Context: an optimization exercise on an open-source flow, tuned for small area, a short achievable clock period and few clock cycles per item. The choices shown serve that exercise and are no tape-out recipe. No functional check of the RTL was part of any run shown here. Power and IR drop assume default switching activity.

==> flow/design.v, too long to show whole: its modules and the start of the top module <==
// module mul: 1995 lines
// module csa_fa: 4 lines
// module csa_ha: 4 lines
// module ysyx_mulunit: 21 lines
module ysyx_mulunit (
    input          clk,
    input          rst_n,
    input          mul_valid,
    input  [63:0]  alu_src1,
    input  [63:0]  alu_src2,
    input  [3:0]   mul_expand_signed,
    output [129:0] mul_res,
    output         sh_fnsh_flag
);
  // ...
==> flow/flow/run.sh <==
#!/bin/bash
# Layout flow: the standard layout (standard.sh, which also runs the
# standard synthesis) with these settings changed:
#  - the port buffers start as buf_2 instead of the buffer the resizer picks;
#  - sizing may swap a cell for one of another footprint;
#  - clock tree synthesis inserts no dummy loads.
# make's output goes to make.log; each step's tool output is in orfs/logs/.
set -euo pipefail
bash standard.sh MATCH_CELL_FOOTPRINT=0 \
    "BUFFER_PORTS_ARGS=-buffer_cell sky130_fd_sc_hd__buf_2" \
    "CTS_ARGS=-sink_clustering_enable -repair_clock_nets -dont_use_dummy_load" \
    finish > make.log 2>&1
==> flow/standard.sh <==
#!/bin/bash
# synth_recipe.tcl (not shown) runs the flow's synth.tcl, then flattens the netlist and writes it again
# the make line also repeats each setting of config.mk as NAME=value (left out here)
make -C /OpenROAD-flow-scripts/flow DESIGN_CONFIG=/design/flow/config.mk WORK_HOME=/design/flow/orfs CLKGATE_MAP_FILE= SYNTH_SCRIPT=/design/flow/synth_recipe.tcl "${@:-finish}"
==> flow/config.mk <==
export PLATFORM = sky130hd
export DESIGN_NAME = ysyx_mulunit
export DESIGN_NICKNAME = ysyx_mulunit
export VERILOG_FILES = /design/flow/design.v
export SDC_FILE = /design/flow/constraint.sdc
export NUM_CORES = 8
export LEC_CHECK = 0
export CAP_MARGIN = 20
export CORE_MARGIN = 2
export CORE_UTILIZATION = 50
export SETUP_SLACK_MARGIN = 4.5
export SLEW_MARGIN = 20
export SYNTH_HIERARCHICAL = 1
==> flow/constraint.sdc <==
create_clock -name core_clock -period 8.0 [get_ports {clk}]
set_input_delay 1.6000 -clock core_clock [delete_from_list [all_inputs] [get_ports {clk}]]
set_output_delay 1.6000 -clock core_clock [all_outputs]
set_load 0.01 [all_outputs]
==> summary.md, run 1 <==
| Metric | Value |
|---|---|
| Status | timing/DRC/antenna clean |
| Hold Slack | 453 ps |
| Compound-Gate Fraction of Synth Area | 0.194 |
| Overall Power | 0.00806 W |
| Sequential cell area share | 0.196 |
| Reg with most FFs | u_mul.P |
| Synth Area in Adders | 0.229 |
| Clock Latency Late Sink | 570 ps |
| Area contributors post-synth | dfxtp_1, fa_1, xnor2_1 |
| Dpl cell area | 30100 um2 |
| Fmax | 0.279 GHz |
| Total GRT Usage | 0.357 |
| Seq pwr share | 0.268 |
| R2R cell count | 15 |
| # clk buffers | 42 |
| Post-Layout Inst Area | 32900 um2 |
| Cell area after synthesis | 28700 um2 |
| Power share of the combinational group | 0.531 |
| Seq pwr | 0.00216 W |
| Syn avg cell area | 9.03 um2 |
| CTS tree | built |
| Number of synthesized flops with an enable pin | 0 |
| Fraction of standard cell area in multi-input logic | 0.661 |
| Chip Height | 244 um |
| GRT met2 Usage | 0.573 |
| Final setup viols | 0 |
| GRT met1 Usage | 0.473 |
| P_clk | 0.00162 W |
| Plain + repair buffers | 364 |
| Initial drt markers | 2727 |
| Seq cells | 317 |
| Worst Tran Pin Value | 893 ps |
| I/O pin total | 266 |
| Worst path slowest cell | a2111oi_4 |
| Overflow after GRT | 0 |
| Critical path depth | 15 |
==> run 2: changes to the inputs <==
--- a/flow/config.mk
+++ b/flow/config.mk
@@ -9,5 +9,5 @@
 export CORE_MARGIN = 2
 export CORE_UTILIZATION = 50
-export SETUP_SLACK_MARGIN = 4.5
+export SETUP_SLACK_MARGIN = 4.2
 export SLEW_MARGIN = 20
 export SYNTH_HIERARCHICAL = 1
==> run 2 against run 1 <==
Compared with the run above: combinational power down 7.5%; sequential power up 3%; fmax down 7.2%; still clean on timing, DRC and antenna; cell count down 1.3%; total power down 3.6%; clock power about the same; synthesized area unchanged.
==> summary.md, run 2 <==
| Metric | Value |
|---|---|
| Compound-Gate Fraction of Synth Area | 0.194 (unchanged) |
| Main combinational cell family by area after synthesis | adder cells |
| Most common cell after layout, fill and taps aside | xnor2_1 |
| Seq pwr share | 0.286 (+0.018) |
| Vias/cell | 6.46 |
| Pwr Density | 246 nW/um2 |
| Synthesized instance count | 3182 |
| Tmin final | 3860 ps |
| Pint | 0.00434 W |
| RSZ-0062 raised after global routing | yes |
| Clock Latency Late Sink | 580 ps (about the same) |
| Tcrit/Tclk final | 0.483 |
| Kind of start point of the critical path | flop |
| Fraction of registers with async set or reset after synthesis | 0.0126 |
| CTS buffer count | 41 |
| Total GRT Usage | 0.350 (-0.00681) |
| Antenna violations before repair | 1 |
| Rows | 87 |
| CTS max path bufs | 3 |
| I/O pin total | 266 (unchanged) |
| Post-synthesis register bit count | 317 |
| HP Start | u_mul.cnt[1] |
| Die width | 244 um |
| Post-DR wirelength/cell | 26.5 um |
| WL final | 106000 um |
| Core ar. | 56600 um2 |
| Top-count cell post-synth | xnor2_1 |
| Most frequent cells in the layout | xnor2_1, dfxtp_1, a22oi_1 |
| Setup TNS Final | 0 ps |
| Reg-to-reg startpoint | u_mul.P[49] |
| Initial drt markers | 2752 (+0.92%) |
| Status | timing/DRC/antenna clean |
| CTS tree | built |
| Final setup viols | 0 (unchanged) |
| Pins Over Slew Limit | 0 |
| Static leakage | 12.7 nW |
| Initial Utilization | 0.508 |
| Registers with the most flip-flops | u_mul.P (128), u_mul.C (75), u_mul.M (64) |
| Hold path cells | 1 |
| Post-synth top cells | xnor2_1, dfxtp_1, a22oi_1 |
| Pin count of the biggest net entering global routing | 77 |
| Worst-path maximum fanout | 18 |
| Post-DP HPWL | 78700 um |
| Max capacitance violation total | 0 |
| Area grow syn2layout | 10.0% |
| Hold Buf Count CTS | 0 |
| Number of synthesized flops with an enable pin | 0 (unchanged) |
| Ys flop type | dfxtp_1 |
| Worst reg2reg setup slack | 4140 ps |
| Share of the synthesized area in the top cell type | 0.218 |
| Final WS setup | 4140 ps |
| Synth warn | 7 |
| Max FFs per register | 128 |
| R2R cell count | 12 (-3) |
| Overflow after GRT | 0 (unchanged) |
| Final ANT Viol Nets | 0 |
| Vias in the first global route | 25.6k |
| Reg with most FFs | u_mul.P |
| Worst rel slew slack | 0.347 |
| Post-Route Skew | 60.9 ps |
| Via Count | 25.9k |
| Syn avg cell area | 9.03 um2 (unchanged) |
| CTS Sinks | 317 |
| Clock slew at reported path FFs | 50 ps |
| Post-synthesis mux area share | 0.0316 |
| Hold Path End | u_mul.res |
| Worst Path Required | 8410 ps |
| Area contributors post-synth | dfxtp_1, fa_1, xnor2_1 |
| Worst R2R End | u_mul.P[85] |
| DP Worst Slack | 3190 ps |
| Maximum vdd drop | 0.246 mV |
| Die area | 59400 um2 |
| Fin nets | 3759 |
| Drt drc | 0 |
| Kind of critical path | reg -> reg |
| IO buf count | 263 |
| Final hold vios | 0 |
| Worst setup EP type | flop |
| Fillcell total | 5217 |
| First-pass GRT wire length | 161000 um |
| Clock power frac | 0.204 |
| Number of distinct library cells after synthesis | 81 |
| Psw | 0.00343 W |
| Power share of the combinational group | 0.510 (-0.021) |
| Chip Height | 244 um (unchanged) |
| Sequential share of the synthesized area | 0.221 |
| Fraction of layout cells with a size suffix above 1 | 0.135 |
| Cell area after synthesis | 28700 um2 (unchanged) |
| CTS Root Cell | clkbuf_16 |
| Simple-gate share of the synthesized area | 0.149 |
| Crit path DAT | 4270 ps |
| Fmax | 0.259 GHz (-7.2%) |
| Net switching share of the total power | 0.441 |
| Tightest Hold Check Type | reg -> reg |
| H-tree levels | 2 |
| Post-Synth XOR/XNOR Area | 0.124 |
| Leading area contributor after synthesis | dfxtp_1 |
| DR pass1 iterations | 8 |
| Synth Area in Adders | 0.229 (unchanged) |
| Worst Tran Pin Value | 975 ps (+82.3 ps) |
| Critical Path Start | u_mul.P[49] |
| Placer Congestion | 1.02 |
==> run 2: cell counts after synthesis <==
No cell type changed its count.
==> run 2: worst max path at each step <==
stage	slack, ps	to
after floorplan	4260	u_mul.sh_fnsh_flag
after global placement	3430	u_mul.sh_fnsh_flag
after detailed placement	3190	u_mul.P[102]
after CTS	4180	u_mul.P[113]
after global routing	4030	u_mul.P[85]
final	4140	u_mul.P[85]
==> run 2: modules after synthesis, one instance, submodules excluded, excerpt <==
module  cells inside  copies in the design  area, um2
mul             2916                     1      23500
csa_ha             1                    12       12.5
csa_fa             1                   254       20.0
==> run 2: per-layer routing <==
metal  wire (um)  GRT usage
met1       44200      0.480
met3        9520     0.0620
met4        3290      0.104
met5           0          0
met2       49200      0.564
==> run 2: cell families (layout without fill, tap and decap cells) <==
| logic type | count (synthesis) | count (layout) |
|---|---|---|
| other | 1 | 5 |
| and+or+nand+nor | 836 | 836 |
| muxes | 89 | 89 |
| DFF | 317 | 317 |
| xor gates and xnor gates | 406 | 406 |
| buffers and inverters | 367 | 437 |
| adders and majority gates | 368 | 368 |
| AOI/OAI and AO/OA | 798 | 798 |
==> run 2: cell type report <==
| class | count | area (um2) | area share |
|---|---|---|---|
| multi-input cells | 2500 | 21100 | 0.668 |
| well taps | 756 | 946 | 0.0299 |
| repair buffers | 314 | 1800 | 0.0568 |
| diodes | 2 | 5.00 | 0.000158 |
| clock buffers | 41 | 1030 | 0.0324 |
| flip-flops and latches | 317 | 6410 | 0.203 |
| inverters | 82 | 308 | 0.00973 |
==> run 2: power groups by stage <==
stage               clock network (W)  registers, W  logic, W
detailed placement                  0       0.00225   0.00387
CTS                           0.00161       0.00221   0.00391
finish                        0.00159       0.00222   0.00396
global route                  0.00167       0.00225   0.00437
global placement                    0       0.00223   0.00384
floorplan                           0       0.00204   0.00274
==> run 2: worst max-delay path, cell delays in order (launching register included) <==
cell	delay, ps
dfxtp_1	400
ha_1	300
a21o_1	170
a21o_1	170
a21o_1	290
a221o_1	490
a21oi_1	290
o211ai_1	300
o21ai_4	400
buf_6	260
mux2_2	360
a31oi_1	150
o21ai_0	100
==> run 2: repair_timing <==
action	in CTS	in global routing
gates resized for setup	33	25
setup buffers	8	14
cloned	1	1
setup endpoints to repair	108	77
pin swaps	6	9
==> run 2: metrics by stage <==
step | cell area, um2 | hold slack (ps) | total power, W | std cells | util
after floorplan | 28700 | 402 | 0.00478 | 3184 | -
after global placement | 30100 | 429 | 0.00607 | 3945 | 0.532
after detailed placement | 30100 | 440 | 0.00612 | 3945 | 0.532
after CTS | 31400 | 447 | 0.00774 | 3995 | 0.554
after global routing | 31600 | 493 | 0.00829 | 4010 | 0.559
final | 31600 | 450 | 0.00777 | 4012 | 0.559

[what the ideal ports hide]
The results above use ideal ports. As a check the final layouts listed here were re-extracted and re-timed, cells and wires unchanged. Step 1 assumes that a clkbuf_16 drives the clock port and a buf_2 every other input. Step 2 adds t to the input delays and takes it off the output delays; t is the mean of the earliest and latest rising clock arrival at the registers after step 1. Input paths then give back, and output paths get back, about the clock's delay inside the block. a / b / c = ideal ports / drivers / drivers and shift; a / b = the first two.
| run | shift t [ns] | setup WS [ns] | latest minus earliest clock arrival (ns) | cell pins on the clock port's net |
|---|---|---|---|---|
| run 1 | 0.625 | 4.417 / 4.417 / 4.015 | 0.023 / 0.023 | 1 |
| run 2 | 0.619 | 4.140 / 4.140 / 3.707 | 0.061 / 0.061 | 1 |
After both steps every run listed still meets setup and hold. The setup slack of run 2, which loses most, moves by 0.000 ns with the drivers and by -0.433 ns with both steps.
